From an optimization exercise on the open Yosys and OpenROAD flow, aimed at a short achievable clock period and few clock cycles per item; shortcuts taken in it are not production practice.

== run K ==
==> flow/design.v <==
`timescale 1ns / 1ns
module uiFDMA_bgen (
    input  wire        clk,
    input  wire        rstn,
    input  wire        start,
    input  wire [31:0] start_addr,
    input  wire [15:0] start_size,
    input  wire        ready,
    output reg         valid,
    output reg  [31:0] addr,
    output reg  [7:0]  len
);
    reg  [31:0] a_q;        
    reg  [21:0] a_inc;      
    reg  [9:0]  nfull;      
    reg  [9:0]  nf_m1;      
    reg         nf_nz;      
    reg         part;       
    reg         full_q;     
    reg  [5:0]  lm1;        
    reg  [1:0]  seq;        
    wire [5:0]  s_lm1  = start_size[5:0] - 6'd1;
    wire        s_full = |start_size[15:6];
    wire        seq1   = (seq == 2'd1);
    wire        seq3   = (seq == 2'd3);
    always @(posedge clk) begin
        a_inc <= a_q[31:10] + 22'd1;
        nf_m1 <= nfull - 10'd1;
        nf_nz <= |nfull;
        if (!rstn) begin
            a_q    <= 32'd0;
            nfull  <= 10'd0;
            part   <= 1'b0;
            full_q <= 1'b0;
            lm1    <= 6'd0;
            seq    <= 2'd0;
        end else if (start) begin
            a_q    <= start_addr;
            nfull  <= start_size[15:6];
            part   <= |start_size[5:0];
            full_q <= s_full;
            lm1    <= s_lm1;
            seq    <= 2'd0;
        end else if (valid & ready) begin
            seq    <= 2'd1;
        end else if (seq != 2'd0) begin
            seq    <= seq + 2'd1;
            if (seq1) begin
                a_q[31:10] <= a_inc;
                if (nf_nz) nfull <= nf_m1;
                else part <= 1'b0;
            end
            if (seq3) full_q <= nf_nz;
        end
        valid <= rstn & (start | (valid & ~ready) | (seq3 & (nf_nz | part)));
        addr  <= start ? start_addr : {(seq1 ? a_inc : a_q[31:10]), a_q[9:0]};
        len   <= {2'b00, start ? (s_lm1 | {6{s_full}}) : (lm1 | {6{seq3 ? nf_nz : full_q}})};
    end
endmodule
module uiFDMA_dcnt (
    input  wire        clk,
    input  wire        rstn,
    input  wire        load,
    input  wire [15:0] val,
    input  wire        dec,
    output wire        one,      
    output wire        nz        
);
    reg  [5:0] lo;
    reg  [9:0] hi;
    reg  [9:0] hi_m1;
    wire       hi_z = (hi == 10'd0);
    assign one = hi_z & (lo == 6'd1);
    assign nz  = ~hi_z | (lo != 6'd0);
    always @(posedge clk) begin
        if (!rstn) begin
            lo <= 6'd0;
            hi <= 10'd0;
        end else if (load) begin
            lo <= val[5:0];
            hi <= val[15:6];
        end else if (dec) begin
            lo <= lo - 6'd1;
            if (lo == 6'd0) hi <= hi_m1;
        end
        hi_m1 <= (load ? val[15:6] : hi) - 10'd1;
    end
endmodule
module uiFDMA#
(
parameter  integer         M_AXI_ID_WIDTH			= 3		    ,
parameter  integer         M_AXI_ID			        = 0		    ,
parameter  integer         M_AXI_ADDR_WIDTH			= 32		,
parameter  integer         M_AXI_DATA_WIDTH			= 128		,
parameter  integer		  M_AXI_MAX_BURST_LEN       = 64
)
(
input   wire [M_AXI_ADDR_WIDTH-1 : 0]      fdma_waddr          ,
input                                      fdma_wareq          ,
input   wire [15 : 0]                      fdma_wsize          ,
output                                     fdma_wbusy          ,
input   wire [M_AXI_DATA_WIDTH-1 :0]       fdma_wdata		   ,
output  wire                               fdma_wvalid         ,
input	wire                               fdma_wready		   ,
input   wire [M_AXI_ADDR_WIDTH-1 : 0]      fdma_raddr          ,
input                                      fdma_rareq          ,
input   wire [15 : 0]                      fdma_rsize          ,
output                                     fdma_rbusy          ,
output  wire [M_AXI_DATA_WIDTH-1 :0]       fdma_rdata		   ,
output  wire                               fdma_rvalid         ,
input	wire                               fdma_rready		   ,
input 	wire  								M_AXI_ACLK			,
input 	wire  								M_AXI_ARESETN		,
output 	wire [M_AXI_ID_WIDTH-1 : 0]		    M_AXI_AWID			,
output 	wire [M_AXI_ADDR_WIDTH-1 : 0] 	    M_AXI_AWADDR		,
output 	wire [7 : 0]						M_AXI_AWLEN			,
output 	wire [2 : 0] 						M_AXI_AWSIZE		,
output 	wire [1 : 0] 						M_AXI_AWBURST		,
output 	wire  								M_AXI_AWLOCK		,
output 	wire [3 : 0] 						M_AXI_AWCACHE		,
output 	wire [2 : 0] 						M_AXI_AWPROT		,
output 	wire [3 : 0] 						M_AXI_AWQOS			,
output 	wire  								M_AXI_AWVALID		,
input	wire  								M_AXI_AWREADY		,
output  wire [M_AXI_ID_WIDTH-1 : 0] 		M_AXI_WID			,
output  wire [M_AXI_DATA_WIDTH-1 : 0] 	    M_AXI_WDATA			,
output  wire [M_AXI_DATA_WIDTH/8-1 : 0] 	M_AXI_WSTRB			,
output  wire  								M_AXI_WLAST			,
output  wire  								M_AXI_WVALID		,
input   wire  								M_AXI_WREADY		,
input   wire [M_AXI_ID_WIDTH-1 : 0] 		M_AXI_BID			,
input   wire [1 : 0] 						M_AXI_BRESP			,
input   wire  								M_AXI_BVALID		,
output  wire  								M_AXI_BREADY		,
output  wire [M_AXI_ID_WIDTH-1 : 0] 		M_AXI_ARID			,
output  wire [M_AXI_ADDR_WIDTH-1 : 0] 	    M_AXI_ARADDR		,
output  wire [7 : 0] 						M_AXI_ARLEN			,
output  wire [2 : 0] 						M_AXI_ARSIZE		,
output  wire [1 : 0] 						M_AXI_ARBURST		,
output  wire  								M_AXI_ARLOCK		,
output  wire [3 : 0] 						M_AXI_ARCACHE		,
output  wire [2 : 0] 						M_AXI_ARPROT		,
output  wire [3 : 0] 						M_AXI_ARQOS			,
output  wire  								M_AXI_ARVALID		,
input   wire  								M_AXI_ARREADY		,
input   wire [M_AXI_ID_WIDTH-1 : 0] 		M_AXI_RID			,
input   wire [M_AXI_DATA_WIDTH-1 : 0] 	    M_AXI_RDATA			,
input   wire [1 : 0] 						M_AXI_RRESP			,
input   wire  								M_AXI_RLAST			,
input   wire  								M_AXI_RVALID		,
output  wire  								M_AXI_RREADY
	);
wire clk  = M_AXI_ACLK;
wire rstn = M_AXI_ARESETN;
assign M_AXI_AWID    = M_AXI_ID;
assign M_AXI_AWSIZE  = 3'd4;
assign M_AXI_AWBURST = 2'b01;
assign M_AXI_AWLOCK  = 1'b0;
assign M_AXI_AWCACHE = 4'b0010;
assign M_AXI_AWPROT  = 3'h0;
assign M_AXI_AWQOS   = 4'h0;
assign M_AXI_WID     = M_AXI_ID;
assign M_AXI_WSTRB   = {(M_AXI_DATA_WIDTH/8){1'b1}};
assign M_AXI_BREADY  = 1'b1;
assign M_AXI_ARID    = M_AXI_ID;
assign M_AXI_ARSIZE  = 3'd4;
assign M_AXI_ARBURST = 2'b01;
assign M_AXI_ARLOCK  = 1'b0;
assign M_AXI_ARCACHE = 4'b0010;
assign M_AXI_ARPROT  = 3'h0;
assign M_AXI_ARQOS   = 4'h0;
reg  wbusy;
wire wstart = fdma_wareq & ~wbusy;
assign fdma_wbusy = wbusy;
uiFDMA_bgen aw_gen (
    .clk(clk), .rstn(rstn), .start(wstart), .start_addr(fdma_waddr),
    .start_size(fdma_wsize), .ready(M_AXI_AWREADY),
    .valid(M_AXI_AWVALID), .addr(M_AXI_AWADDR), .len(M_AXI_AWLEN));
reg         w_more;              
reg  [5:0]  u_idx;
wire        u_one, u_nz;
assign fdma_wvalid = fdma_wready & w_more & (~wh_v | M_AXI_WREADY);
wire tk   = fdma_wready & w_more & (~wh_v | M_AXI_WREADY);
wire u_lb = u_one | (u_idx == 6'd63);
uiFDMA_dcnt u_cnt (
    .clk(clk), .rstn(rstn), .load(wstart), .val(fdma_wsize), .dec(tk),
    .one(u_one), .nz(u_nz));
reg          wh_v;                
reg  [129:0] wh_d;                
wire         w_hs = wh_v & M_AXI_WREADY;
assign M_AXI_WVALID = wh_v;
assign M_AXI_WLAST  = wh_d[128];
assign M_AXI_WDATA  = wh_d[127:0];
always @(posedge clk) begin
    wbusy   <= rstn & (wstart | (wbusy & ~(w_hs & wh_d[129])));
    w_more  <= rstn & (wstart | (tk ? ~u_one : u_nz));
    wh_v    <= rstn & (tk | (wh_v & ~M_AXI_WREADY));
    if (tk) wh_d <= {u_one, u_lb, fdma_wdata};
    if (wstart) u_idx <= 6'd0;
    else if (tk) u_idx <= u_idx + 6'd1;
end
reg  rbusy;
wire rstart = fdma_rareq & ~rbusy;
assign fdma_rbusy = rbusy;
uiFDMA_bgen ar_gen (
    .clk(clk), .rstn(rstn), .start(rstart), .start_addr(fdma_raddr),
    .start_size(fdma_rsize), .ready(M_AXI_ARREADY),
    .valid(M_AXI_ARVALID), .addr(M_AXI_ARADDR), .len(M_AXI_ARLEN));
reg          rh_v;                
reg  [127:0] rh_d;
wire         rready = ~rh_v | fdma_rready;
wire         r_hs = M_AXI_RVALID & rready;
wire         dlv = fdma_rready & rh_v;
wire         d_one, d_nz;
assign M_AXI_RREADY = rready;
assign fdma_rvalid  = fdma_rready & rh_v;
assign fdma_rdata   = rh_d;
uiFDMA_dcnt d_cnt (
    .clk(clk), .rstn(rstn), .load(rstart), .val(fdma_rsize), .dec(dlv),
    .one(d_one), .nz(d_nz));
always @(posedge clk) begin
    rbusy <= rstn & (rstart | (rbusy & ~(dlv & d_one)));
    rh_v  <= rstn & (r_hs | (rh_v & ~fdma_rready));
    if (r_hs) rh_d <= M_AXI_RDATA;
end
endmodule
Settings: LEC_CHECK=0, ABC_CLOCK_PERIOD_IN_PS=1700, CAP_MARGIN=20, CORE_AREA=10 10 270 270, DIE_AREA=0 0 280 280, SETUP_SLACK_MARGIN=1.6, SLEW_MARGIN=20; clock period 3.3 ns.
run.sh (not shown) runs the stock make flow with config.mk's settings and CLKGATE_MAP_FILE= SYNTH_SCRIPT=/design/flow/synth_recipe.tcl, a recipe that flattens the netlist after the stock synthesis.
Modified inputs, run Z compared to run K
--- a/flow/design.v
+++ b/flow/design.v
@@ -19,6 +19,7 @@
     reg         full_q;     
     reg  [5:0]  lm1;        
     reg  [1:0]  seq;        
+    reg         idle;       
     wire [5:0]  s_lm1  = start_size[5:0] - 6'd1;
     wire        s_full = |start_size[15:6];
     wire        seq1   = (seq == 2'd1);
@@ -41,7 +42,7 @@
             full_q <= s_full;
             lm1    <= s_lm1;
             seq    <= 2'd0;
-        end else if (valid & ready) begin
+        end else if (~idle & ready) begin
             seq    <= 2'd1;
         end else if (seq != 2'd0) begin
             seq    <= seq + 2'd1;
@@ -52,7 +53,8 @@
             end
             if (seq3) full_q <= nf_nz;
         end
-        valid <= rstn & (start | (valid & ~ready) | (seq3 & (nf_nz | part)));
+        valid <= rstn & (start | (~idle & ~ready) | (seq3 & (nf_nz | part)));
+        idle  <= ~(rstn & (start | (~idle & ~ready) | (seq3 & (nf_nz | part))));
         addr  <= start ? start_addr : {(seq1 ? a_inc : a_q[31:10]), a_q[9:0]};
         len   <= {2'b00, start ? (s_lm1 | {6{s_full}}) : (lm1 | {6{seq3 ? nf_nz : full_q}})};
     end
@@ -83,7 +85,7 @@
             lo <= lo - 6'd1;
             if (lo == 6'd0) hi <= hi_m1;
         end
-        hi_m1 <= (load ? val[15:6] : hi) - 10'd1;
+        hi_m1 <= load ? val[15:6] - 10'd1 : hi - 10'd1;
     end
 endmodule
 module uiFDMA#
@@ -169,45 +171,57 @@
 assign M_AXI_ARCACHE = 4'b0010;
 assign M_AXI_ARPROT  = 3'h0;
 assign M_AXI_ARQOS   = 4'h0;
-reg  wbusy;
-wire wstart = fdma_wareq & ~wbusy;
+reg  wbusy;                       
+reg  widle;                       
+wire wstart = fdma_wareq & widle;
 assign fdma_wbusy = wbusy;
 uiFDMA_bgen aw_gen (
     .clk(clk), .rstn(rstn), .start(wstart), .start_addr(fdma_waddr),
     .start_size(fdma_wsize), .ready(M_AXI_AWREADY),
     .valid(M_AXI_AWVALID), .addr(M_AXI_AWADDR), .len(M_AXI_AWLEN));
 reg         w_more;              
+reg         w_take0;             
 reg  [5:0]  u_idx;
 wire        u_one, u_nz;
-assign fdma_wvalid = fdma_wready & w_more & (~wh_v | M_AXI_WREADY);
-wire tk   = fdma_wready & w_more & (~wh_v | M_AXI_WREADY);
+assign fdma_wvalid = (fdma_wready & w_take0) | (fdma_wready & M_AXI_WREADY & w_more);
+wire tk   = (fdma_wready & w_take0) | (fdma_wready & M_AXI_WREADY & w_more);
 wire u_lb = u_one | (u_idx == 6'd63);
 uiFDMA_dcnt u_cnt (
     .clk(clk), .rstn(rstn), .load(wstart), .val(fdma_wsize), .dec(tk),
     .one(u_one), .nz(u_nz));
 reg          wh_v;                
-reg  [129:0] wh_d;                
-wire         w_hs = wh_v & M_AXI_WREADY;
+reg          wh_e;                
+reg  [129:0] wh_i;                
+reg  [128:0] wh_d;                
+wire         w_hs = ~wh_e & M_AXI_WREADY;
+wire [129:0] w_new = {u_one, u_lb, fdma_wdata};
 assign M_AXI_WVALID = wh_v;
 assign M_AXI_WLAST  = wh_d[128];
 assign M_AXI_WDATA  = wh_d[127:0];
 always @(posedge clk) begin
-    wbusy   <= rstn & (wstart | (wbusy & ~(w_hs & wh_d[129])));
+    wbusy   <= rstn & (wstart | (~widle & ~(w_hs & wh_i[129])));
+    widle   <= ~(rstn & (wstart | (~widle & ~(w_hs & wh_i[129]))));
     w_more  <= rstn & (wstart | (tk ? ~u_one : u_nz));
-    wh_v    <= rstn & (tk | (wh_v & ~M_AXI_WREADY));
-    if (tk) wh_d <= {u_one, u_lb, fdma_wdata};
+    w_take0 <= rstn & (wstart | (tk ? ~u_one : u_nz)) & ~(tk | (~wh_e & ~M_AXI_WREADY));
+    wh_v    <= rstn & (tk | (~wh_e & ~M_AXI_WREADY));
+    wh_e    <= ~(rstn & (tk | (~wh_e & ~M_AXI_WREADY)));
+    if (!rstn) wh_i <= 130'd0;
+    else if (tk) wh_i <= w_new;
+    wh_d <= tk ? w_new[128:0] : wh_i[128:0];
     if (wstart) u_idx <= 6'd0;
     else if (tk) u_idx <= u_idx + 6'd1;
 end
-reg  rbusy;
-wire rstart = fdma_rareq & ~rbusy;
+reg  rbusy;                       
+reg  ridle;                       
+wire rstart = fdma_rareq & ridle;
 assign fdma_rbusy = rbusy;
 uiFDMA_bgen ar_gen (
     .clk(clk), .rstn(rstn), .start(rstart), .start_addr(fdma_raddr),
     .start_size(fdma_rsize), .ready(M_AXI_ARREADY),
     .valid(M_AXI_ARVALID), .addr(M_AXI_ARADDR), .len(M_AXI_ARLEN));
 reg          rh_v;                
-reg  [127:0] rh_d;
+reg  [127:0] rh_i;
+reg  [127:0] rh_d;                
 wire         rready = ~rh_v | fdma_rready;
 wire         r_hs = M_AXI_RVALID & rready;
 wire         dlv = fdma_rready & rh_v;
@@ -219,8 +233,11 @@
     .clk(clk), .rstn(rstn), .load(rstart), .val(fdma_rsize), .dec(dlv),
     .one(d_one), .nz(d_nz));
 always @(posedge clk) begin
-    rbusy <= rstn & (rstart | (rbusy & ~(dlv & d_one)));
+    rbusy <= rstn & (rstart | (~ridle & ~(dlv & d_one)));
+    ridle <= ~(rstn & (rstart | (~ridle & ~(dlv & d_one))));
     rh_v  <= rstn & (r_hs | (rh_v & ~fdma_rready));
-    if (r_hs) rh_d <= M_AXI_RDATA;
+    if (!rstn) rh_i <= 128'd0;
+    else if (r_hs) rh_i <= M_AXI_RDATA;
+    rh_d <= r_hs ? M_AXI_RDATA : rh_i;
 end
 endmodule
## What came out
Having completed the whole flow, run K delivered a layout that passed the timing, design-rule and antenna checks. Run Z: flow completed, timing, DRC and antenna clean. NOTE number of placed cells counting well taps run K->run Z increased by more than a quarter. Taking run K over run Z, the post-CTS resize count ratio works out to 0.77. First-iteration DRC count of run Z falls short of that of run K by a few percent. Note that the total wire length recorded for run K amounts to 0.865 times the value seen in run Z. Run Z ends up with higher area after synthesis than run K does. Compared with run K, run Z shows a area growth from synthesis to final layout that is 1.1 points higher. Note that the count of clock-buffer cells in the layout recorded for run K amounts to 0.75 times the value seen in run Z. Compared with run K, run Z shows global-route wire length before repair that has gone up by more than 10%.
No run of this note included a check of the RTL's function; only the layout flow was run.

[port drivers added, routing unchanged]
Ports are ideal in the flow. The routed layouts listed here were re-timed in OpenROAD.
Step 1 (the two cells are an assumption about what drives the block):
set clk [get_ports {M_AXI_ACLK}]
set_driving_cell -lib_cell sky130_fd_sc_hd__clkbuf_16 $clk
set_driving_cell -lib_cell sky130_fd_sc_hd__buf_2 [delete_from_list [all_inputs] $clk]
Step 2, shift: input delay + t, output delay - t, t = (earliest + latest rising clock arrival at the registers) / 2. This alone moves slack from input paths to output paths.
Slacks: ideal / step 1 / step 2; pairs: ideal / step 1.
run | shift t [ns] | setup slack, ns | clock arrival spread, ns | slew at the worst register clock pin (ns) | worst slew at a driven data input, ns
run K | 0.655 | 1.339 / 1.251 / 0.914 | 0.019 / 0.020 | 0.06 / 0.06 | 0.28
run Z | 0.688 | 1.311 / 1.249 / 0.871 | 0.023 / 0.023 | 0.06 / 0.06 | 0.20
After both steps every run listed still meets setup and hold. The setup slack of run Z, which loses most, moves by -0.062 ns with the drivers and by -0.440 ns with both steps.
